Source: an optimization exercise on an open RTL-to-GDS flow (aim: a short achievable clock period and few clock cycles). Production flows keep margins and buffers that such runs may drop.
The RTL was checked by simulation tests, not by an equivalence proof against the original design.
Power figures rest on the tool's default switching activity, not on a simulated workload.

==> flow/design.v <==
`timescale 1ns / 1ps
module risc16(clk, rst, imem_addr, imem_data, wb_en, wb_reg, wb_data);
	input         clk, rst;
	output [15:0] imem_addr;
	input  [15:0] imem_data;
	output        wb_en;
	output [2:0]  wb_reg;
	output [15:0] wb_data;
	localparam NB = 16;    
	localparam PW = 4;     
	localparam TW = 12;    
	integer i, il, iv, iu;    
	function [15:0] add16;
		input [15:0] a, b;
		reg   [15:0] g, p, gn, pn;
		integer k, d;
		begin
			g = a & b;
			p = a ^ b;
			for (d = 1; d < 16; d = d * 2) begin
				gn = g; pn = p;
				for (k = d; k < 16; k = k + 1) begin
					gn[k] = g[k] | (p[k] & g[k-d]);
					pn[k] = p[k] & p[k-d];
				end
				g = gn; p = pn;
			end
			add16 = (a ^ b) ^ {g[14:0], 1'b0};
		end
	endfunction
	function [15:0] inc16;
		input [15:0] a;
		reg   [15:0] c;    
		integer k;
		begin
			c[0] = 1'b1;
			for (k = 1; k < 16; k = k + 1)
				c[k] = c[k-1] & a[k-1];
			inc16 = a ^ c;
		end
	endfunction
	function lt16;
		input [15:0] a, b;
		reg   [15:0] e, l;
		integer k, d;
		begin
			e = ~(a ^ b);
			l = ~a & b;
			for (d = 1; d < 16; d = d * 2)
				for (k = 0; k + d < 16; k = k + 2 * d) begin
					l[k] = l[k+d] | (e[k+d] & l[k]);
					e[k] = e[k+d] & e[k];
				end
			lt16 = l[0];
		end
	endfunction
	function writes;
		input [15:0] ins;
		writes = ~(ins[15:12] == 4'd7 || ins[15:12] == 4'd12 || ins[15:12] == 4'd13);
	endfunction
	function [4:0] comp;
		input        l;
		input [15:0] A, B;
		comp = {lt16({A[15] ^ l, A[14:0]}, {B[15] ^ l, B[14:0]}),
		        lt16({B[15] ^ l, B[14:0]}, {A[15] ^ l, A[14:0]}),
		        (B == 16'd0), (A == 16'd0), (A == B)};
	endfunction
	function [15:0] alu;
		input [15:0] ins;
		input [15:0] A, B;
		input [15:0] rin;
		begin
			case (ins[15:12])
				4'd0:    alu = 16'd0;    
				4'd1:    alu = A | B;
				4'd2:    alu = A & B;
				4'd3:    alu = A ^ B;
				4'd4:    alu = ~A;
				4'd8:    alu = ins[11] ? {ins[7:0], 8'h00} : {8'h00, ins[7:0]};
				4'd9:    alu = {rin[15:5], comp(ins[11], A, B)};
				4'd10:   alu = A << B[2:0];
				4'd11:   alu = B >> B[2:0];
				4'd12:   alu = ins[11] ? A : {8'h00, ins[7:0]};
				4'd13:   alu = A;
				default: alu = rin;
			endcase
		end
	endfunction
	function [15:0] jval;
		input [15:0] ins;
		input [15:0] A, B;
		input [15:0] rin;
		begin
			case (ins[15:12])
				4'd9:    jval = {rin[15:5], comp(ins[11], A, B)};
				4'd10:   jval = A << B[2:0];
				4'd11:   jval = B >> B[2:0];
				4'd12:   jval = ins[11] ? A : {8'h00, ins[7:0]};
				4'd13:   jval = A;
				default: jval = rin;
			endcase
		end
	endfunction
	function jbr;
		input [15:0] ins;
		input [15:0] B;
		input        bin;
		begin
			case (ins[15:12])
				4'd0, 4'd1, 4'd2, 4'd3, 4'd4, 4'd8: jbr = 1'b0;
				4'd12:   jbr = 1'b1;
				4'd13:   jbr = B[{ins[11], ins[1:0]}];
				default: jbr = bin;
			endcase
		end
	endfunction
	reg [15:0] R [0:7];
	reg [15:0] res_q;
	reg        br_q;
	reg        wb_en_q;               
	reg [2:0]  wb_reg_q;
	reg [15:0] wb_data_q;
	reg        wi_enn_q;              
	reg [2:0]  wi_reg_q;
	reg [15:0] wi_data_q;
	reg        bv   [0:NB-1];    
	reg [TW-1:0] btag [0:NB-1];    
	reg [15:0] btgt [0:NB-1];    
	reg [1:0]  bn   [0:NB-1];    
	reg [15:0] bi1  [0:NB-1];    
	reg [15:0] bp1  [0:NB-1];
	reg [15:0] bi2  [0:NB-1];    
	reg [15:0] bp2  [0:NB-1];
	reg [PW-1:0] bptr;
	reg  [15:0] fpo_q;     
	reg  [15:0] fpcn_q;    
	wire [15:0] fpc = ~fpcn_q;
	wire [15:0] fpc_inc = inc16(fpc);
	reg  [15:0] l_tgt, l_i1, l_p1, l_i2, l_p2;
	reg  [1:0]  l_n;
	reg         l_hit;
	always @(*) begin
		l_tgt = 16'd0; l_i1 = 16'd0; l_p1 = 16'd0; l_i2 = 16'd0; l_p2 = 16'd0;
		l_n = 2'd0; l_hit = 1'b0;
		for (il = 0; il < NB; il = il + 1)
			if (bv[il] && btag[il] == fpc[TW-1:0]) begin
				l_tgt = l_tgt | btgt[il];
				l_i1  = l_i1  | bi1[il];
				l_p1  = l_p1  | bp1[il];
				l_i2  = l_i2  | bi2[il];
				l_p2  = l_p2  | bp2[il];
				l_n   = l_n   | bn[il];
				l_hit = 1'b1;
			end
	end
	wire [15:0] pred_next = l_hit ? l_tgt : fpc_inc;
	reg        f2_v;
	reg [15:0] f2_pc, f2_pc1, f2_pred;
	reg [1:0]  f2_n;
	reg [15:0] f2_i1, f2_p1, f2_i2, f2_p2;
	wire [15:0] f2_p1i = inc16(f2_p1);
	wire [15:0] f2_p2i = inc16(f2_p2);
	wire        wi_en = ~wi_enn_q;
	reg  [15:0] Rv [0:7];
	always @(*)
		for (iv = 0; iv < 8; iv = iv + 1)
			Rv[iv] = (wi_en && wi_reg_q == iv) ? wi_data_q : R[iv];
	function [15:0] rd;
		input [2:0] idx;
		rd = Rv[idx];
	endfunction
	wire [15:0] f2_a0 = rd(imem_data[4:2]), f2_b0 = rd(imem_data[7:5]);
	wire [15:0] f2_a1 = rd(f2_i1[4:2]),     f2_b1 = rd(f2_i1[7:5]);
	wire [15:0] f2_a2 = rd(f2_i2[4:2]),     f2_b2 = rd(f2_i2[7:5]);
	wire [15:0] f2_m0 = {8'h00, imem_data[7:0]};
	wire [15:0] f2_m1 = {8'h00, f2_i1[7:0]};
	wire [15:0] f2_m2 = {8'h00, f2_i2[7:0]};
	reg        ex_v;
	reg [15:0] ex_ir, ex_pc, ex_pc1, ex_pred;
	reg [1:0]  ex_n;
	reg [15:0] ex_i1, ex_p1, ex_p1i, ex_i2, ex_p2, ex_p2i;
	reg        ex_seq0, ex_seq1, ex_seq2;   
	reg        ex_s01, ex_s12;              
	reg [15:0] ex_a0, ex_b0, ex_a1, ex_b1, ex_a2, ex_b2;
	reg        ex_fa0, ex_fb0, ex_fa1, ex_fb1, ex_fa2, ex_fb2;
	reg        ex_add0, ex_add1, ex_add2;       
	reg        q_a0p1, q_i0p1, q_a0p2, q_i0p2, q_a1p2, q_i1p2;
	reg        q_a0pd, q_i0pd, q_a1pd, q_i1pd, q_a2pd, q_i2pd;
	reg        q_a0ph, q_i0ph, q_a1ph, q_i1ph;
	wire [15:0] rq = res_q;
	wire [15:0] A0 = ex_fa0 ? rq : ex_a0;
	wire [15:0] B0 = ex_fb0 ? rq : ex_b0;
	wire [15:0] A1 = ex_fa1 ? rq : ex_a1;
	wire [15:0] B1 = ex_fb1 ? rq : ex_b1;
	wire [15:0] A2 = ex_fa2 ? rq : ex_a2;
	wire [15:0] B2 = ex_fb2 ? rq : ex_b2;
	wire w0 = writes(ex_ir), w1 = writes(ex_i1), w2 = writes(ex_i2);
	wire [3:0]  op0 = ex_ir[15:12], op1 = ex_i1[15:12];
	wire [15:0] jr0 = (op0 == 4'd12) ? (ex_ir[11] ? A0 : {8'h00, ex_ir[7:0]}) :
	                  (op0 == 4'd13) ? A0 : rq;
	wire        jb0 = jbr(ex_ir, B0, br_q);
	wire [15:0] jr1 = (op1 == 4'd12) ? (ex_i1[11] ? A1 : {8'h00, ex_i1[7:0]}) :
	                  (op1 == 4'd13) ? A1 : jr0;
	wire        jb1 = jbr(ex_i1, B1, jb0);
	wire rq_p1  = (rq == ex_p1);
	wire rq_p2  = (rq == ex_p2);
	wire rq_pd  = (rq == ex_pred);
	wire rq_pdh = (rq[15:5] == ex_pred[15:5]);
	wire a0_p1 = ex_fa0 ? rq_p1 : q_a0p1;
	wire a0_p2 = ex_fa0 ? rq_p2 : q_a0p2;
	wire a0_pd = ex_fa0 ? rq_pd : q_a0pd;
	wire a0_ph = ex_fa0 ? rq_pdh : q_a0ph;
	wire a1_p2 = ex_fa1 ? rq_p2 : q_a1p2;
	wire a1_pd = ex_fa1 ? rq_pd : q_a1pd;
	wire a1_ph = ex_fa1 ? rq_pdh : q_a1ph;
	wire a2_pd = ex_fa2 ? rq_pd : q_a2pd;
	function jeq;    
		input [2:0] k;
		input ea, ei, er;
		jeq = k[2] ? (k[0] ? ea : ei) : k[1] ? ea : er;
	endfunction
	wire [2:0] k0 = {op0 == 4'd12, op0 == 4'd13, ex_ir[11]};
	wire [2:0] k1 = {op1 == 4'd12, op1 == 4'd13, ex_i1[11]};
	wire jr0_p1 = jeq(k0, a0_p1, q_i0p1, rq_p1);
	wire jr0_p2 = jeq(k0, a0_p2, q_i0p2, rq_p2);
	wire jr0_pd = jeq(k0, a0_pd, q_i0pd, rq_pd);
	wire jr0_ph = jeq(k0, a0_ph, q_i0ph, rq_pdh);
	wire jr1_p2 = jeq(k1, a1_p2, q_i1p2, jr0_p2);
	wire jr1_pd = jeq(k1, a1_pd, q_i1pd, jr0_pd);
	wire jr1_ph = jeq(k1, a1_ph, q_i1ph, jr0_ph);
	wire use1 = (ex_n != 2'd0) & ~w0 & (jb0 ? jr0_p1 : ex_s01);
	wire use2 = use1 & ex_n[1] & ~w1 & (jb1 ? jr1_p2 : ex_s12);
	wire [15:0] s0 = add16(A0, B0);
	wire [15:0] s1 = add16(A1, B1);
	wire [15:0] s2 = add16(A2, B2);
	wire [15:0] o0 = alu(ex_ir, A0, B0, rq);
	wire [15:0] o1 = alu(ex_i1, A1, B1, jr0);
	wire [15:0] o2 = alu(ex_i2, A2, B2, jr1);
	wire        br0 = jb0;
	wire        br1 = jb1;
	wire        br2 = jbr(ex_i2, B2, jb1);
	wire [15:0] j0 = jval(ex_ir, A0, B0, rq);
	wire [15:0] j1 = jval(ex_i1, A1, B1, jr0);
	wire [15:0] j2 = jval(ex_i2, A2, B2, jr1);
	wire [15:0] next0 = br0 ? j0 : ex_pc1;
	wire [15:0] next1 = br1 ? j1 : ex_p1i;
	wire [15:0] next2 = br2 ? j2 : ex_p2i;
	wire sl0 = ((A0 << B0[2:0]) == ex_pred);
	wire sl1 = ((A1 << B1[2:0]) == ex_pred);
	wire sl2 = ((A2 << B2[2:0]) == ex_pred);
	wire sr0 = ((B0 >> B0[2:0]) == ex_pred);
	wire sr1 = ((B1 >> B1[2:0]) == ex_pred);
	wire sr2 = ((B2 >> B2[2:0]) == ex_pred);
	function jvq;
		input [15:0] ins;
		input ai, ii, ri, rh;
		input [4:0] cm;
		input [4:0] p;
		input sl, sr;
		begin
			case (ins[15:12])
				4'd9:    jvq = rh & (cm == p);
				4'd10:   jvq = sl;
				4'd11:   jvq = sr;
				4'd12:   jvq = ins[11] ? ai : ii;
				4'd13:   jvq = ai;
				default: jvq = ri;
			endcase
		end
	endfunction
	wire [4:0] c0 = comp(ex_ir[11], A0, B0);
	wire [4:0] c1 = comp(ex_i1[11], A1, B1);
	wire [4:0] c2 = comp(ex_i2[11], A2, B2);
	wire m0 = br0 ? ~jvq(ex_ir, a0_pd, q_i0pd, rq_pd, rq_pdh, c0, ex_pred[4:0],
	                     sl0, sr0)
	              : ~ex_seq0;
	wire m1 = br1 ? ~jvq(ex_i1, a1_pd, q_i1pd, jr0_pd, jr0_ph, c1, ex_pred[4:0],
	                     sl1, sr1)
	              : ~ex_seq1;
	wire m2 = br2 ? ~jvq(ex_i2, a2_pd, q_i2pd, jr1_pd, jr1_ph, c2, ex_pred[4:0],
	                     sl2, sr2)
	              : ~ex_seq2;
	wire        ad0 = ~use1 & ex_add0;
	wire        ad1 = use1 & ~use2 & ex_add1;
	wire        ad2 = use2 & ex_add2;
	wire [15:0] res_f  = ({16{ad0}} & s0) | ({16{ad1}} & s1) | ({16{ad2}} & s2) |
	                     ({16{~(ad0 | ad1 | ad2)}} & (use2 ? o2 : use1 ? o1 : o0));
	wire        br_f   = use2 ? br2 : use1 ? br1 : br0;
	wire        wl_f   = use2 ? w2 : use1 ? w1 : w0;
	wire        wen_f  = ex_v & wl_f;
	wire [2:0]  wreg_f = use2 ? ex_i2[10:8] : use1 ? ex_i1[10:8] : ex_ir[10:8];
	wire [15:0] next_f = use2 ? next2 : use1 ? next1 : next0;
	wire        mispred = ex_v & (use2 ? m2 : use1 ? m1 : m0);
	reg         rd_v;
	reg  [15:0] rd_pc;
	wire [15:0] fpc_d   = rd_v ? rd_pc : pred_next;
	reg        lj_v;
	reg [15:0] lj_pc;
	reg        ua_v;
	reg [15:0] ua_key, ua_tgt, ua_i1, ua_p1, ua_i2, ua_p2;
	reg [1:0]  ua_n;
	reg        ub_v;
	reg [15:0] ub_key, ub_tgt, ub_lpc1;
	reg [1:0]  ub_n;        
	reg        ub_full;     
	reg [NB-1:0] ma, mb;
	reg          ha, hb, hb_n;
	always @(*) begin
		ha = 1'b0; hb = 1'b0; hb_n = 1'b0;
		for (iu = 0; iu < NB; iu = iu + 1) begin
			ma[iu] = bv[iu] && btag[iu] == ua_key[TW-1:0];
			mb[iu] = bv[iu] && btag[iu] == ub_key[TW-1:0];
			if (ma[iu]) ha = 1'b1;
			if (mb[iu]) begin hb = 1'b1; hb_n = hb_n | (bn[iu] != 2'd0); end
		end
	end
	wire ub_seq  = (ub_tgt == ub_lpc1);
	wire a_do    = ua_v;
	wire b_do    = ub_v & ~(ua_v && ua_key[TW-1:0] == ub_key[TW-1:0]);
	wire a_alloc = a_do & ~ha;
	wire b_skip  = (ub_n == 2'd0) & ub_full & hb_n;
	wire b_alloc = b_do & ~hb & ~ub_seq & (ub_n == 2'd0);
	wire [PW-1:0] pa = bptr;
	wire [PW-1:0] pb = a_alloc ? bptr + 1'b1 : bptr;
	always @(posedge clk) begin
		if (rst) begin
			fpo_q  <= 16'd0;
			rd_v   <= 1'b0;
			fpcn_q <= 16'hffff;
			f2_v   <= 1'b0;
			ex_v   <= 1'b0;
			ua_v   <= 1'b0;
			ub_v   <= 1'b0;
			lj_v   <= 1'b0;
			bptr   <= {PW{1'b0}};
			for (i = 0; i < NB; i = i + 1) bv[i] <= 1'b0;
		end else begin
			fpo_q   <= fpc_d;
			fpcn_q  <= ~fpc_d;
			f2_v    <= ~mispred & ~rd_v;
			rd_v    <= mispred;
			ex_v    <= f2_v & ~mispred;
			if (ex_v) begin
				lj_v  <= ~wl_f;
				lj_pc <= use2 ? ex_p2 : use1 ? ex_p1 : ex_pc;
			end
			ua_v <= ex_v & lj_v;
			ub_v <= ex_v;
			for (i = 0; i < NB; i = i + 1) begin
				if ((a_do && ma[i]) || (a_alloc && pa == i)) begin
					bv[i]   <= 1'b1;
					btag[i] <= ua_key[TW-1:0];
					btgt[i] <= ua_tgt;
					bn[i]   <= ua_n;
					bi1[i]  <= ua_i1;
					bp1[i]  <= ua_p1;
					bi2[i]  <= ua_i2;
					bp2[i]  <= ua_p2;
				end else if (b_do && mb[i] && !b_skip) begin
					btgt[i] <= ub_tgt;
					bn[i]   <= ub_n;
					if (ub_n == 2'd0 && ub_seq) bv[i] <= 1'b0;
				end else if (b_alloc && pb == i) begin
					bv[i]   <= 1'b1;
					btag[i] <= ub_key[TW-1:0];
					btgt[i] <= ub_tgt;
					bn[i]   <= 2'd0;
				end
			end
			bptr <= bptr + a_alloc + b_alloc;
		end
	end
	always @(posedge clk) begin
		f2_pc   <= fpc;
		f2_pc1  <= fpc_inc;
		f2_pred <= pred_next;
		f2_n    <= l_hit ? l_n : 2'd0;
		f2_i1   <= l_i1;
		f2_p1   <= l_p1;
		f2_i2   <= l_i2;
		f2_p2   <= l_p2;
		ex_ir   <= imem_data;
		ex_add0 <= (imem_data[15:12] == 4'd0);
		ex_add1 <= (f2_i1[15:12] == 4'd0);
		ex_add2 <= (f2_i2[15:12] == 4'd0);
		ex_pc   <= f2_pc;
		ex_pc1  <= f2_pc1;
		ex_pred <= f2_pred;
		ex_n    <= f2_n;
		ex_i1   <= f2_i1;
		ex_p1   <= f2_p1;
		ex_p1i  <= f2_p1i;
		ex_i2   <= f2_i2;
		ex_p2   <= f2_p2;
		ex_p2i  <= f2_p2i;
		ex_seq0 <= (f2_pc1 == f2_pred);
		ex_seq1 <= (f2_p1i == f2_pred);
		ex_seq2 <= (f2_p2i == f2_pred);
		ex_s01  <= (f2_pc1 == f2_p1);
		ex_s12  <= (f2_p1i == f2_p2);
		ex_a0   <= f2_a0;
		ex_b0   <= f2_b0;
		ex_a1   <= f2_a1;
		ex_b1   <= f2_b1;
		ex_a2   <= f2_a2;
		ex_b2   <= f2_b2;
		q_a0p1  <= (f2_a0 == f2_p1);
		q_i0p1  <= (f2_m0 == f2_p1);
		q_a0p2  <= (f2_a0 == f2_p2);
		q_i0p2  <= (f2_m0 == f2_p2);
		q_a1p2  <= (f2_a1 == f2_p2);
		q_i1p2  <= (f2_m1 == f2_p2);
		q_a0pd  <= (f2_a0 == f2_pred);
		q_i0pd  <= (f2_m0 == f2_pred);
		q_a1pd  <= (f2_a1 == f2_pred);
		q_i1pd  <= (f2_m1 == f2_pred);
		q_a2pd  <= (f2_a2 == f2_pred);
		q_i2pd  <= (f2_m2 == f2_pred);
		q_a0ph  <= (f2_a0[15:5] == f2_pred[15:5]);
		q_i0ph  <= (f2_m0[15:5] == f2_pred[15:5]);
		q_a1ph  <= (f2_a1[15:5] == f2_pred[15:5]);
		q_i1ph  <= (f2_m1[15:5] == f2_pred[15:5]);
		ex_fa0  <= wen_f & (wreg_f == imem_data[4:2]);
		ex_fb0  <= wen_f & (wreg_f == imem_data[7:5]);
		ex_fa1  <= wen_f & (wreg_f == f2_i1[4:2]);
		ex_fb1  <= wen_f & (wreg_f == f2_i1[7:5]);
		ex_fa2  <= wen_f & (wreg_f == f2_i2[4:2]);
		ex_fb2  <= wen_f & (wreg_f == f2_i2[7:5]);
		rd_pc   <= next_f;
		ua_key  <= lj_pc;
		ua_n    <= use1 ? 2'd2 : 2'd1;
		ua_i1   <= ex_ir;
		ua_p1   <= ex_pc;
		ua_i2   <= ex_i1;
		ua_p2   <= ex_p1;
		ua_tgt  <= use1 ? next1 : next0;
		ub_key  <= ex_pc;
		ub_tgt  <= next_f;
		ub_lpc1 <= use2 ? ex_p2i : use1 ? ex_p1i : ex_pc1;
		ub_n    <= use2 ? 2'd2 : use1 ? 2'd1 : 2'd0;
		ub_full <= use2 ? 1'b1 : use1 ? ~ex_n[1] : (ex_n == 2'd0);
	end
	always @(posedge clk) begin
		if (rst) begin
			res_q    <= 16'd0;
			br_q     <= 1'b0;
			wb_en_q  <= 1'b0;
			wi_enn_q <= 1'b1;
			for (i = 0; i < 8; i = i + 1) R[i] <= 16'd0;
		end else begin
			wb_en_q  <= wen_f;
			wi_enn_q <= ~wen_f;
			if (ex_v) begin
				res_q <= res_f;
				br_q  <= br_f;
			end
			if (wi_en) R[wi_reg_q] <= wi_data_q;
		end
		wb_reg_q  <= wreg_f;
		wb_data_q <= res_f;
		if (wen_f) begin
			wi_reg_q  <= wreg_f;
			wi_data_q <= res_f;
		end
	end
	assign imem_addr = fpo_q;
	assign wb_en     = wb_en_q;
	assign wb_reg    = wb_reg_q;
	assign wb_data   = wb_data_q;
endmodule
==> flow/run.sh <==
#!/bin/bash
# synth_recipe.tcl (not shown) runs the flow's synth.tcl, then flattens the netlist and writes it again
# the make line also repeats each setting of config.mk as NAME=value (left out here)
make -C /OpenROAD-flow-scripts/flow DESIGN_CONFIG=/design/flow/config.mk WORK_HOME=/design/flow/orfs CLKGATE_MAP_FILE= SYNTH_SCRIPT=/design/flow/synth_recipe.tcl finish
==> flow/config.mk <==
export PLATFORM = sky130hd
export DESIGN_NAME = risc16
export DESIGN_NICKNAME = risc16
export VERILOG_FILES = /design/flow/design.v
export SDC_FILE = /design/flow/constraint.sdc
export NUM_CORES = 4
export LEC_CHECK = 0
export ABC_CLOCK_PERIOD_IN_PS = 2000
export CAP_MARGIN = 20
export CORE_MARGIN = 2
export CORE_UTILIZATION = 40
export SETUP_SLACK_MARGIN = 5
export SLEW_MARGIN = 20
==> flow/constraint.sdc <==
create_clock -name core_clock -period 8.0 [get_ports {clk}]
set_input_delay 1.6000 -clock core_clock [delete_from_list [all_inputs] [get_ports {clk}]]
set_output_delay 1.6000 -clock core_clock [all_outputs]
set_load 0.01 [all_outputs]
==> flow_summary.ini, run 1 <==
[sta]
finalSetupViolations = 0
slew_violations = 0
fmax_mhz = 228
period_share = 0.549
fin_crit_ns = 4.39
finalHoldViolations = 0
relSlewSlack = 0.157
setup_tns_ns = 0
worst_pin_slew_ns = 1.26
fin_skew_ns = 0.144
rsz0062_at_grt = true

[worst_hold_path]
whs_endpoint = ex_i2[9]
hold_path.class = reg2reg
whs_path_depth = 0
hold_start = f2_i2[9]

[setup_path]
cp.required_ns = 8.65
critPathCaptureType = flop
rrSetupSlack_ns = 3.61
rr_endpoint = btgt[11][13]
critPathMaxFanout = 6
worstSetupPathType = reg2reg
worstPathArrival_ns = 5.04
reg2reg_depth = 16
worst_setup_path_start_kind = flop
r2r_start = ua_key[4]

[grt]
grt_max_degree = 53
grt_pass1_wl_mm = 862
grt_overflow = 0
track_usage = 0.418
grt_pass1_vias = 98200
antenna_found_initial = 72

[synthesis]
synth_seq_area_share = 0.533
synth_cell_types = 102
postSynthAreaPerCell_um2 = 11.9
synth.top_cell.area_share = 0.426
synth-edff-count = 1663
yosys-top-cells-area = edfxtp_1 (43%), dfxtp_1 (11%), mux2_2 (5.2%), xnor2_1 (4.8%), mux2i_1 (3.8%)
yosysTopAreaCell = edfxtp_1
synth_ff_type = edfxtp_1
synth_seq_cells = 2290
synth_common_cells = edfxtp_1 (1663), xnor2_1 (645), dfxtp_1 (627)
synth_fp_nets = 10200
ys_warn_count = 10
syn_area_um2 = 117000
yosysMostFrequentCell = edfxtp_1
async_flop_share = 0
synth_cells = 9890

[final_layout]
fillers = 22100
nets = 11900
multi_input_area_um2 = 62000
area_growth_pct = 45.7
regArea_um2 = 62800
drive_above_1_share = 0.400
utilization = 0.587

[floorplanning]
dieWidth_um = 546
pin_count = 54
core_area_um2 = 291000
die_h_um = 546
die-area_um2 = 298000
rows = 198
start_util = 0.403

[clock_network]
cts.clk_slew.worst_paths_ns = 0.07
cts_made_buffers = 238
cts_root_buf = clkbuf_16
insertion_delay_ns = 1.02
cts.path.max_buffers = 4
h-tree-depth = 4
tritoncts = done
clkSinkCount = 2290

[power_and_ir_drop]
leakage_uw = 0.0631
ir_drop_mv = 0.189
p_per_area_nw_per_um2 = 174

[detailed_routing]
via_per_inst = 6.96
drt-wirelength-per-cell_um = 43.5
ant_nets = 0
totalWireLength_mm = 685
vias = 109000
drt_iter0_markers = 19000
drc = 0
first_pass_iters = 14

[place]
dp_hpwl_mm = 365
gp_congestion = 1.06
io_buffers = 53

[outcome]
status = timing/DRC/antenna clean

[flow_run]
cap_violations = 0
## report_power, final
| part | internal [uW] | switching [uW] | total [uW] |
|---|---|---|---|
| combinational | 2000 | 2740 | 4740 |
| sequential | 12900 | 451 | 13300 |
| clock | 6420 | 5200 | 11600 |
| total | 21300 | 8400 | 29700 |
## sequential cells by signal (all words and copies together) (netlist names), 32 cells and up
register / cells
bi1: 256
bp1: 256
btag: 192
R: 128
btgt: 256
bn: 32
bp2: 256
bi2: 256
## metrics by stage
| stage | instance area, um2 | hold WS, ns | total power, uW | worst slack (ns) | instances |
|---|---|---|---|---|---|
| global route | 171000 | 0.317 | 30000 | 3.75 | 15700 |
| detailed placement | 125000 | 0.313 | 16700 | 2.06 | 13400 |
| global placement | 125000 | 0.312 | 16600 | 1.98 | 13400 |
| CTS | 160000 | 0.313 | 28700 | 4.08 | 15100 |
| floorplan | 121000 | 0.310 | 15300 | 4.26 | 9890 |
| finish | 171000 | 0.308 | 29700 | 3.61 | 15700 |
## metal layers
layer  wire, um  vias to the layer above  track usage
li1           -                    41400            -
met1     235000                    54200        0.531
met2     274000                    10700        0.598
met3     107000                     3183        0.148
met4      68200                       54        0.276
met5        967                        -      0.00288
## worst max-delay path: stages, from the launching register on
cell	delay (ns)
dfxtp_4	0.42
buf_8	0.18
buf_4	0.16
xor2_1	0.18
nor4_1	0.64
nand3_1	0.35
o21ai_1	0.58
or4_1	0.25
nor4_4	0.06
buf_6	0.14
buf_6	0.13
buf_6	0.10
and2_4	0.16
a21boi_4	0.28
a21oi_4	0.10
buf_12	0.18
buf_8	0.13
## repair_timing
item                                     CTS  global route
resized for setup                       2445          1051
pin swaps                                364           408
endpoints found under the setup margin  2415          2321
hold buffers                               0             0
gates cloned                             233            63
buffers inserted                        1052           538
## worst max-delay path by stage
stage                     slack, ns        from  cells after the start           end
final                          3.61   ua_key[4]                     16  btgt[11][13]
after CTS                      4.08    res_q[1]                     15          ex_v
after global placement         1.98      ex_fb0                     14          f2_v
after global routing           3.75   ua_key[4]                     16  btgt[11][13]
after detailed placement       2.06      ex_fb0                     14          ex_v
after floorplan                4.26  ua_key[10]                     13     bi1[2][0]
## kinds of logic (layout without fill, tap and decap cells)
kind of cell             after synthesis  after routing  share of synthesized area
AND/OR/NAND/NOR                     2041           2045                     0.0872
AO/OA/AOI/OAI                       2199           2199                      0.139
multiplexers                        1057           1057                      0.104
XOR/XNOR                            1002           1002                     0.0748
adder cells (fa/ha/maj)              246            246                     0.0265
other                                  0             41                          0
flip-flops                          2290           2290                      0.533
buffers and inverters               1055           2953                     0.0355
## cell type report
type | instances | share of cell area
inverters | 215 | 0.00564
repair inverters | 7 | 0.000439
clock inverters | 122 | 0.00693
flip-flops and latches | 2290 | 0.368
repair buffers | 2294 | 0.188
multi-input cells | 6549 | 0.363
diodes | 41 | 0.000600
clock buffers | 315 | 0.0391
well taps | 3900 | 0.0286
## placed cells by master (no fill, tap or decap), drive strengths merged, types with 242 or more instances in the layout
cell type / Yosys / routed
buf: 249 / 2198
edfxtp: 1663 / 1663
xnor2: 645 / 645
dfxtp: 627 / 627
mux2: 537 / 537
nand2: 493 / 495
nor2: 473 / 475
mux2i: 447 / 447
a221oi: 395 / 395
clkbuf: 591 / 379
xor2: 357 / 357
a22o: 343 / 343
o21ai: 309 / 309
a21oi: 283 / 283
nand4: 271 / 271
ha: 242 / 242
Testbench counts, summed over its fixed seeds: cycles 10,452.
==> run 2, diff against run 1 <==
--- a/flow/design.v
+++ b/flow/design.v
@@ -321,4 +321,22 @@
 	wire b_skip  = (ub_n == 2'd0) & ub_full & hb_n;
 	wire b_alloc = b_do & ~hb & ~ub_seq & (ub_n == 2'd0);
+	reg [NB-1:0] w_a, w_b, w_c;
+	reg [TW-1:0] wa_key, wb_key;
+	reg [15:0]   wa_tgt, wa_i1, wa_p1, wa_i2, wa_p2, wb_tgt;
+	reg [1:0]    wa_n, wb_n;
+	reg          wb_inv;
+	always @(posedge clk) begin
+		wa_key <= ua_key[TW-1:0];
+		wa_tgt <= ua_tgt;
+		wa_n   <= ua_n;
+		wa_i1  <= ua_i1;
+		wa_p1  <= ua_p1;
+		wa_i2  <= ua_i2;
+		wa_p2  <= ua_p2;
+		wb_key <= ub_key[TW-1:0];
+		wb_tgt <= ub_tgt;
+		wb_n   <= ub_n;
+		wb_inv <= (ub_n == 2'd0) && ub_seq;
+	end
 	wire [PW-1:0] pa = bptr;
 	wire [PW-1:0] pb = a_alloc ? bptr + 1'b1 : bptr;
@@ -335,4 +353,7 @@
 			bptr   <= {PW{1'b0}};
 			for (i = 0; i < NB; i = i + 1) bv[i] <= 1'b0;
+			w_a <= {NB{1'b0}};
+			w_b <= {NB{1'b0}};
+			w_c <= {NB{1'b0}};
 		end else begin
 			fpo_q   <= fpc_d;
@@ -348,21 +369,26 @@
 			ub_v <= ex_v;
 			for (i = 0; i < NB; i = i + 1) begin
-				if ((a_do && ma[i]) || (a_alloc && pa == i)) begin
+				w_a[i] <= (a_do && ma[i]) || (a_alloc && pa == i);
+				w_b[i] <= b_do && mb[i] && !b_skip;
+				w_c[i] <= b_alloc && pb == i;
+			end
+			for (i = 0; i < NB; i = i + 1) begin
+				if (w_a[i]) begin
 					bv[i]   <= 1'b1;
-					btag[i] <= ua_key[TW-1:0];
-					btgt[i] <= ua_tgt;
-					bn[i]   <= ua_n;
-					bi1[i]  <= ua_i1;
-					bp1[i]  <= ua_p1;
-					bi2[i]  <= ua_i2;
-					bp2[i]  <= ua_p2;
-				end else if (b_do && mb[i] && !b_skip) begin
-					btgt[i] <= ub_tgt;
-					bn[i]   <= ub_n;
-					if (ub_n == 2'd0 && ub_seq) bv[i] <= 1'b0;
-				end else if (b_alloc && pb == i) begin
+					btag[i] <= wa_key;
+					btgt[i] <= wa_tgt;
+					bn[i]   <= wa_n;
+					bi1[i]  <= wa_i1;
+					bp1[i]  <= wa_p1;
+					bi2[i]  <= wa_i2;
+					bp2[i]  <= wa_p2;
+				end else if (w_b[i]) begin
+					btgt[i] <= wb_tgt;
+					bn[i]   <= wb_n;
+					if (wb_inv) bv[i] <= 1'b0;
+				end else if (w_c[i]) begin
 					bv[i]   <= 1'b1;
-					btag[i] <= ub_key[TW-1:0];
-					btgt[i] <= ub_tgt;
+					btag[i] <= wb_key;
+					btgt[i] <= wb_tgt;
 					bn[i]   <= 2'd0;
 				end
==> flow_summary.ini, run 2 <==
[outcome]
status = timing/DRC/antenna clean

[synthesis]
synth_ff_type = edfxtp_1
syn_area_um2 = 120000
synth_fp_nets = 10300
ys_warn_count = 10
async_flop_share = 0
synth_seq_area_share = 0.546
synth-edff-count = 1663
yosysMostFrequentCell = edfxtp_1
yosys-top-cells-area = edfxtp_1 (41%), dfxtp_1 (13%), mux2_2 (5.2%), xnor2_1 (4.3%), mux2i_1 (3.4%)
synth_cell_types = 97
yosysTopAreaCell = edfxtp_1
synth.top_cell.area_share = 0.415
postSynthAreaPerCell_um2 = 12.0
synth_cells = 10000
synth_seq_cells = 2451
synth_common_cells = edfxtp_1 (1663), dfxtp_1 (788), xnor2_1 (595)

[setup_path]
max_stage_delay_ns = 0.59
cpMostUsedCell = buf_12
reg2reg_depth = 14
critPathCaptureType = flop
r2r_start = ex_fb0
critPathMaxFanout = 26
path_cells = buf_12, mux2i_4, buf_12, inv_4, buf_12, nand2_1, o22ai_1, o31ai_2, o32ai_1, nor3_1, and4_1, nand4b_1, o2111a_2, and3b_1
worstSetupPathType = reg2reg
crit_slowest_cell = nand4b_1
worstPathArrival_ns = 4.94
cp.required_ns = 8.75
rr_endpoint = rd_v
worst_setup_path_start_kind = flop
rrSetupSlack_ns = 3.80

[sta]
fmax_mhz = 238
rsz0062_at_grt = true
fin_crit_ns = 4.20
relSlewSlack = 0.0663
finalSetupViolations = 0
period_share = 0.525
worst_pin_slew_ns = 1.39
setup_tns_ns = 0
fin_skew_ns = 0.0754
slew_violations = 0
finalHoldViolations = 0

[detailed_routing]
totalWireLength_mm = 620
drc = 0
vias = 102000
ant_nets = 0
drt-wirelength-per-cell_um = 41.0
first_pass_iters = 8
via_per_inst = 6.75
drt_iter0_markers = 18100

[place]
io_buffers = 53
gp_congestion = 1.09
dp_hpwl_mm = 367
dp_cells = 13600

[final_layout]
layout.cells.non_filler = 15100
drive_above_1_share = 0.338
final_common_cell = edfxtp_1
area_growth_pct = 30.5
nets = 11200
final_cell_mix = edfxtp_1 (1663), buf_4 (842), dfxtp_1 (671)

[grt]
track_usage = 0.376
antenna_found_initial = 56
grt_max_degree = 58
grt_pass1_wl_mm = 801
grt_pass1_vias = 92500
grt_overflow = 0

[floorplanning]
pin_count = 54
dieWidth_um = 553
start_util = 0.402
core_area_um2 = 300000
die-area_um2 = 305000
die_h_um = 553
rows = 201

[clock_network]
cts.clk_slew.worst_paths_ns = 0.06
holdBufCountCts = 0
cts.path.max_buffers = 4
clkSinkCount = 2451
h-tree-depth = 5
cts_made_buffers = 270
insertion_delay_ns = 0.88
cts_root_buf = clkbuf_16
tritoncts = done

[power_and_ir_drop]
combPwrFrac = 0.129
p_per_area_nw_per_um2 = 198
intPower_uw = 22900
seq_power_share = 0.454
leakage_uw = 0.0557
power_frac_clock = 0.417
power.switching_uw = 8210
ir_drop_mv = 0.231
swShare = 0.264

[flow_run]
cap_violations = 0

[worst_hold_path]
whs_endpoint = wa_i2[1]
whs_path_depth = 0
hold_path.class = reg2reg
hold_start = ua_i2[1]
==> run 2: changes by cell type in the layout (fill, tap and decap cells not counted), sizes merged, moves of 23 or more <==
| cell | change |
|---|---|
| nor2b | +24 |
| mux2i | -26 |
| nand4 | -48 |
| nor2 | +36 |
| nand3 | +23 |
| dfxtp | +161 |
| o22ai | +25 |
| clkbuf | +34 |
| xnor2 | -50 |
| buf | -837 |
| nand2 | +32 |
| xor2 | +40 |
| o21ai | -70 |
==> run 2: logic make-up (layout without fill, tap and decap cells) <==
| kind of cell | Yosys count | count (layout) | synth area share |
|---|---|---|---|
| compound gates | 2125 | 2126 | 0.132 |
| mux | 1054 | 1055 | 0.102 |
| fa+ha+maj | 246 | 246 | 0.0258 |
| flops | 2451 | 2451 | 0.546 |
| simple gates | 2124 | 2133 | 0.0877 |
| other cells | 0 | 28 | 0 |
| buf+inv | 1030 | 2138 | 0.0339 |
| xor+xnor | 992 | 992 | 0.0722 |
==> run 2: repair_timing <==
item | in CTS | in global routing
endpoints found under the setup margin | 890 | 358
buffers inserted | 536 | 413
gates cloned | 58 | 52
gates resized for setup | 1526 | 723
pin swaps | 211 | 282
==> run 2: power by group through the flow <==
stage               sequential [uW]  combinational (uW)  clock (uW)
floorplan                     14000                1800           0
global placement              14400                2810           0
detailed placement            14400                2800           0
CTS                           14100                3480       12900
global route                  14100                4050       13500
finish                        14100                4000       13000
==> run 2: layer usage <==
layer	up-vias	routed length, um	track usage
met1	51300	226000	0.490
met2	8577	256000	0.539
li1	40000	-	-
met5	-	481	0
met4	38	47400	0.218
met3	2209	90000	0.130
==> run 2: how the worst max path moves through the flow <==
stage / from / end / slack, ns / cells after the start
CTS: ex_fb1 / wi_data_q[4] / 4.09 / 14
global placement: ex_ir[12] / res_q[9] / 1.98 / 11
global route: ex_fb0 / f2_v / 3.84 / 13
detailed placement: ex_ir[12] / res_q[9] / 2.31 / 11
floorplan: ex_fa2 / f2_v / 4.40 / 14
finish: ex_fb0 / rd_v / 3.80 / 14
==> run 2: per-stage QoR <==
step / util / power, uW / hold slack [ns] / instance area, um2 / setup slack (ns)
CTS: 0.497 / 30500 / 0.297 / 149000 / 4.09
floorplan: - / 15800 / 0.310 / 123000 / 4.40
finish: 0.524 / 31100 / 0.295 / 157000 / 3.80
global route: 0.524 / 31600 / 0.300 / 157000 / 3.84
global placement: 0.424 / 17200 / 0.310 / 127000 / 1.98
detailed placement: 0.424 / 17200 / 0.312 / 127000 / 2.31
==> run 2: worst max-delay path: cells and delay by family (launching register included) <==
family / cells / cell delay (ns)
AND/OR/NAND/NOR: 5 / 1.48
AO/OA/AOI/OAI: 4 / 1.18
multiplexers: 1 / 0.39
buffers and inverters: 4 / 0.59
flip-flops: 1 / 0.40
==> run 2: area by class of cell <==
type | count | area (um2)
inverter | 215 | 963
timing repair inverter | 2 | 25.0
multi-input combinational | 6552 | 59200
tap | 3958 | 4950
antenna | 28 | 70.1
clock inverter | 123 | 1510
clock buffer | 362 | 7540
sequential | 2451 | 66000
timing repair buffer | 1436 | 16800
fill | 25000 | 142000
Testbench counts of run 2, summed over its fixed seeds: cycles 10,495.
==> run 3, diff against run 2 <==
--- a/flow/design.v
+++ b/flow/design.v
@@ -188,4 +188,6 @@
 	reg        q_a0pd, q_i0pd, q_a1pd, q_i1pd, q_a2pd, q_i2pd;
 	reg        q_a0ph, q_i0ph, q_a1ph, q_i1ph;
+	reg [15:0] q_sl0, q_sl1, q_sl2;         
+	reg [15:0] q_sr0, q_sr1, q_sr2;
 	wire [15:0] rq = res_q;
 	wire [15:0] A0 = ex_fa0 ? rq : ex_a0;
@@ -246,10 +248,17 @@
 	wire [15:0] next1 = br1 ? j1 : ex_p1i;
 	wire [15:0] next2 = br2 ? j2 : ex_p2i;
-	wire sl0 = ((A0 << B0[2:0]) == ex_pred);
-	wire sl1 = ((A1 << B1[2:0]) == ex_pred);
-	wire sl2 = ((A2 << B2[2:0]) == ex_pred);
-	wire sr0 = ((B0 >> B0[2:0]) == ex_pred);
-	wire sr1 = ((B1 >> B1[2:0]) == ex_pred);
-	wire sr2 = ((B2 >> B2[2:0]) == ex_pred);
+	function shleq;
+		input        fa, fb;
+		input [15:0] a, b, r, q, pd;
+		shleq = fa ? (fb ? ((r << r[2:0]) == pd) : ((r << b[2:0]) == pd))
+		           : (fb ? ((a << r[2:0]) == pd) : (q == pd));
+	endfunction
+	wire sl0 = shleq(ex_fa0, ex_fb0, ex_a0, ex_b0, rq, q_sl0, ex_pred);
+	wire sl1 = shleq(ex_fa1, ex_fb1, ex_a1, ex_b1, rq, q_sl1, ex_pred);
+	wire sl2 = shleq(ex_fa2, ex_fb2, ex_a2, ex_b2, rq, q_sl2, ex_pred);
+	wire rq_shr = ((rq >> rq[2:0]) == ex_pred);
+	wire sr0 = ex_fb0 ? rq_shr : (q_sr0 == ex_pred);
+	wire sr1 = ex_fb1 ? rq_shr : (q_sr1 == ex_pred);
+	wire sr2 = ex_fb2 ? rq_shr : (q_sr2 == ex_pred);
 	function jvq;
 		input [15:0] ins;
@@ -269,7 +278,12 @@
 		end
 	endfunction
-	wire [4:0] c0 = comp(ex_ir[11], A0, B0);
-	wire [4:0] c1 = comp(ex_i1[11], A1, B1);
-	wire [4:0] c2 = comp(ex_i2[11], A2, B2);
+	function [4:0] comp4;
+		input        l, fa, fb;
+		input [15:0] a, b, r;
+		comp4 = fa ? (fb ? comp(l, r, r) : comp(l, r, b)) : (fb ? comp(l, a, r) : comp(l, a, b));
+	endfunction
+	wire [4:0] c0 = comp4(ex_ir[11], ex_fa0, ex_fb0, ex_a0, ex_b0, rq);
+	wire [4:0] c1 = comp4(ex_i1[11], ex_fa1, ex_fb1, ex_a1, ex_b1, rq);
+	wire [4:0] c2 = comp4(ex_i2[11], ex_fa2, ex_fb2, ex_a2, ex_b2, rq);
 	wire m0 = br0 ? ~jvq(ex_ir, a0_pd, q_i0pd, rq_pd, rq_pdh, c0, ex_pred[4:0],
 	                     sl0, sr0)
@@ -447,4 +461,10 @@
 		q_a1ph  <= (f2_a1[15:5] == f2_pred[15:5]);
 		q_i1ph  <= (f2_m1[15:5] == f2_pred[15:5]);
+		q_sl0   <= f2_a0 << f2_b0[2:0];
+		q_sl1   <= f2_a1 << f2_b1[2:0];
+		q_sl2   <= f2_a2 << f2_b2[2:0];
+		q_sr0   <= f2_b0 >> f2_b0[2:0];
+		q_sr1   <= f2_b1 >> f2_b1[2:0];
+		q_sr2   <= f2_b2 >> f2_b2[2:0];
 		ex_fa0  <= wen_f & (wreg_f == imem_data[4:2]);
 		ex_fb0  <= wen_f & (wreg_f == imem_data[7:5]);
==> flow_summary.ini, run 3 <==
[synthesis]
yosysMostFrequentCell = edfxtp_1
ys_warn_count = 10
synth-edff-count = 1663
synth_ff_type = edfxtp_1
synth.top_cell.area_share = 0.366
synth_cells = 12000
yosysTopAreaCell = edfxtp_1
synth_fp_nets = 12500
postSynthAreaPerCell_um2 = 11.4
synth_cell_types = 102
async_flop_share = 0
synth_common_cells = edfxtp_1 (1663), dfxtp_1 (884), xnor2_1 (742)
synth_seq_area_share = 0.496
yosys-top-cells-area = edfxtp_1 (37%), dfxtp_1 (13%), mux2_2 (4.8%), xnor2_1 (4.8%), ha_1 (4.8%)
synth_seq_cells = 2547
syn_area_um2 = 136000

[power_and_ir_drop]
power_uw = 34500
leakage_uw = 0.0666
ir_drop_mv = 0.180
p_per_area_nw_per_um2 = 190

[clock_network]
cts_made_buffers = 279
h-tree-depth = 5
cts_root_buf = clkbuf_16
cts.path.max_buffers = 4
insertion_delay_ns = 0.96
cts.clk_slew.worst_paths_ns = 0.06
tritoncts = done
clkSinkCount = 2547
holdBufCountCts = 0

[setup_path]
crit_family = multiplexers
rr_endpoint = ex_fb0
max_stage_delay_ns = 0.57
worstPathArrival_ns = 4.83
critPathMaxFanout = 7
reg2reg_depth = 13
path_cells = buf_16, mux4_2, mux4_2, o211ai_4, a2bb2oi_4, buf_12, mux2i_4, nor2_8, buf_12, mux2i_4, o21ai_4, xnor2_1, nor4_4
worstSetupPathType = reg2reg
worst_setup_path_start_kind = flop
r2r_start = res_q[1]
critPathCaptureType = flop
cp.required_ns = 8.74
crit_slowest_cell = mux4_2
critPathBufInv = 3
rrSetupSlack_ns = 3.92

[final_layout]
area_growth_pct = 33.2
multi_input_area_um2 = 74400
regArea_um2 = 67900
final_common_cell = edfxtp_1
drive_above_1_share = 0.347
fillers = 28100
final_cell_mix = edfxtp_1 (1663), buf_4 (1059), dfxtp_1 (747)
nets = 13700

[detailed_routing]
drc = 0
first_pass_iters = 10
totalWireLength_mm = 721
drt_iter0_markers = 20400
via_per_inst = 6.70
vias = 120000
ant_nets = 0
drt-wirelength-per-cell_um = 40.1

[worst_hold_path]
hold_start = ua_p1[13]
hold_path.class = reg2reg
whs_path_depth = 0
whs_endpoint = wa_p1[13]

[grt]
antenna_found_initial = 59
track_usage = 0.393
grt_max_degree = 74
grt_overflow = 0
grt_pass1_vias = 112000
grt_pass1_wl_mm = 949

[sta]
period_share = 0.510
slew_violations = 0
fmax_mhz = 245
fin_skew_ns = 0.0722
finalHoldViolations = 0
setup_tns_ns = 0
worst_pin_slew_ns = 1.33
finalSetupViolations = 0
fin_ws_ns = 3.92
relSlewSlack = 0.114
fin_crit_ns = 4.08
rsz0062_at_grt = true

[floorplanning]
pin_count = 54
rows = 214
core_area_um2 = 340000
start_util = 0.401
die-area_um2 = 345000
die_h_um = 588
dieWidth_um = 588

[place]
dp_hpwl_mm = 426
gp_congestion = 1.05
pre_cts_ws_ns = 2.53
io_buffers = 53

[outcome]
status = timing/DRC/antenna clean

[flow_run]
cap_violations = 0
## run 3: changes by cell type after synthesis, sizes merged, moves of 51 or more
cell	previous run	this run
clkbuf	556	642
buf	259	313
inv	211	365
nand2	523	609
a21oi	286	429
mux4	77	128
xnor2	595	742
o21ai	239	372
dfxtp	788	884
mux2i	421	633
nor2	511	608
ha	242	518
## run 3: worst max path at each step
stage / from / to / cells past startpoint / slack [ns]
3_3_place_gp: ex_b1[1] / ex_fb2 / 13 / 1.98
3_5_place_dp: ex_b1[1] / ex_fa0 / 13 / 2.53
2_1_floorplan: res_q[0] / wi_data_q[14] / 20 / 4.35
4_1_cts: res_q[1] / ex_fa0 / 14 / 4.15
5_1_grt: res_q[1] / ex_fb0 / 13 / 3.97
6_report: res_q[1] / ex_fb0 / 13 / 3.92
## run 3: cell type report
| class | instances | area share |
|---|---|---|
| Timing Repair Buffer | 1853 | 0.122 |
| Clock buffer | 376 | 0.0427 |
| Tap cell | 4536 | 0.0313 |
| Timing Repair inverter | 11 | 0.000565 |
| Sequential cell | 2547 | 0.374 |
| Inverter | 376 | 0.00937 |
| Antenna cell | 33 | 0.000455 |
| Clock inverter | 138 | 0.00927 |
| Multi-Input combinational cell | 8084 | 0.410 |
## run 3: what timing repair did
action / CTS / global route
pin swaps: 335 / 323
resized for setup: 2258 / 810
setup endpoints to repair: 1106 / 762
setup buffers: 855 / 385
cloned: 111 / 32
## run 3: where the power goes
part	internal, uW	total (uW)	switching (uW)
Combinational	2550	6270	3720
Sequential	14200	14700	511
Clock	7670	13500	5820
Total	24400	34500	10100
## run 3: logic make-up (layout without fill, tap and decap cells)
logic type	count (synthesis)	in the layout	synth area share
flip-flops	2547	2547	0.496
AND/OR/NAND/NOR	2541	2548	0.0933
AO/OA/AOI/OAI	2482	2482	0.132
multiplexers	1341	1345	0.116
buffers and inverters	1331	2754	0.0386
XOR/XNOR	1187	1187	0.0763
adder cells (fa/ha/maj)	522	522	0.0481
other	0	33	0
## run 3: layer usage
metal | vias up | part of all wire | global-route usage
met1 | 60000 | 0.36 | 0.503
met5 | - | 0.00039 | 0
li1 | 47400 | - | -
met3 | 2756 | 0.14 | 0.132
met4 | 40 | 0.084 | 0.252
met2 | 10100 | 0.41 | 0.565
## run 3: through the flow
step           area, um2  hold WS [ns]  utilization  std cells
2_1_floorplan     140000         0.310            -      12000
3_3_place_gp      144000         0.313        0.425      16000
3_5_place_dp      144000         0.312        0.425      16000
4_1_cts           174000         0.312        0.511      17500
5_1_grt           181000         0.328        0.535      17900
6_report          182000         0.317        0.535      18000
Testbench counts of run 3, summed over its fixed seeds: cycles 10,495.

## static timing again, ports no longer ideal
The flow's constraints put no driver on any port. The routed layouts listed below were extracted and timed again, unchanged, in two steps.
Step 1 assumes that a clkbuf_16 drives the clock port and a buf_2 every other input.
Step 2 times the ports against the registers' clock, not the clock port: input delays grow and output delays shrink by t, the midpoint of the rising clock arrivals with the driver on.
Slacks: ideal ports / drivers / drivers and shift; pairs: ideal ports / drivers.
| run | t (ns) | setup WS [ns] | worst hold slack (ns) | worst register clock-pin slew, ns | pins driven straight from the clock port |
|---|---|---|---|---|---|
| run 1 | 1.055 | 3.611 / 3.611 / 3.611 | 0.308 / 0.308 / 0.308 | 0.09 / 0.09 | 1 |
| run 2 | 0.945 | 3.803 / 3.803 / 3.803 | 0.295 / 0.295 / 0.295 | 0.07 / 0.07 | 1 |
| run 3 | 1.033 | 3.918 / 3.918 / 3.651 | 0.317 / 0.317 / 0.317 | 0.07 / 0.07 | 1 |
After both steps every run listed still meets setup and hold. For run 3, which loses most, drivers alone change the setup slack by 0.000 ns; drivers and shift together by -0.267 ns.
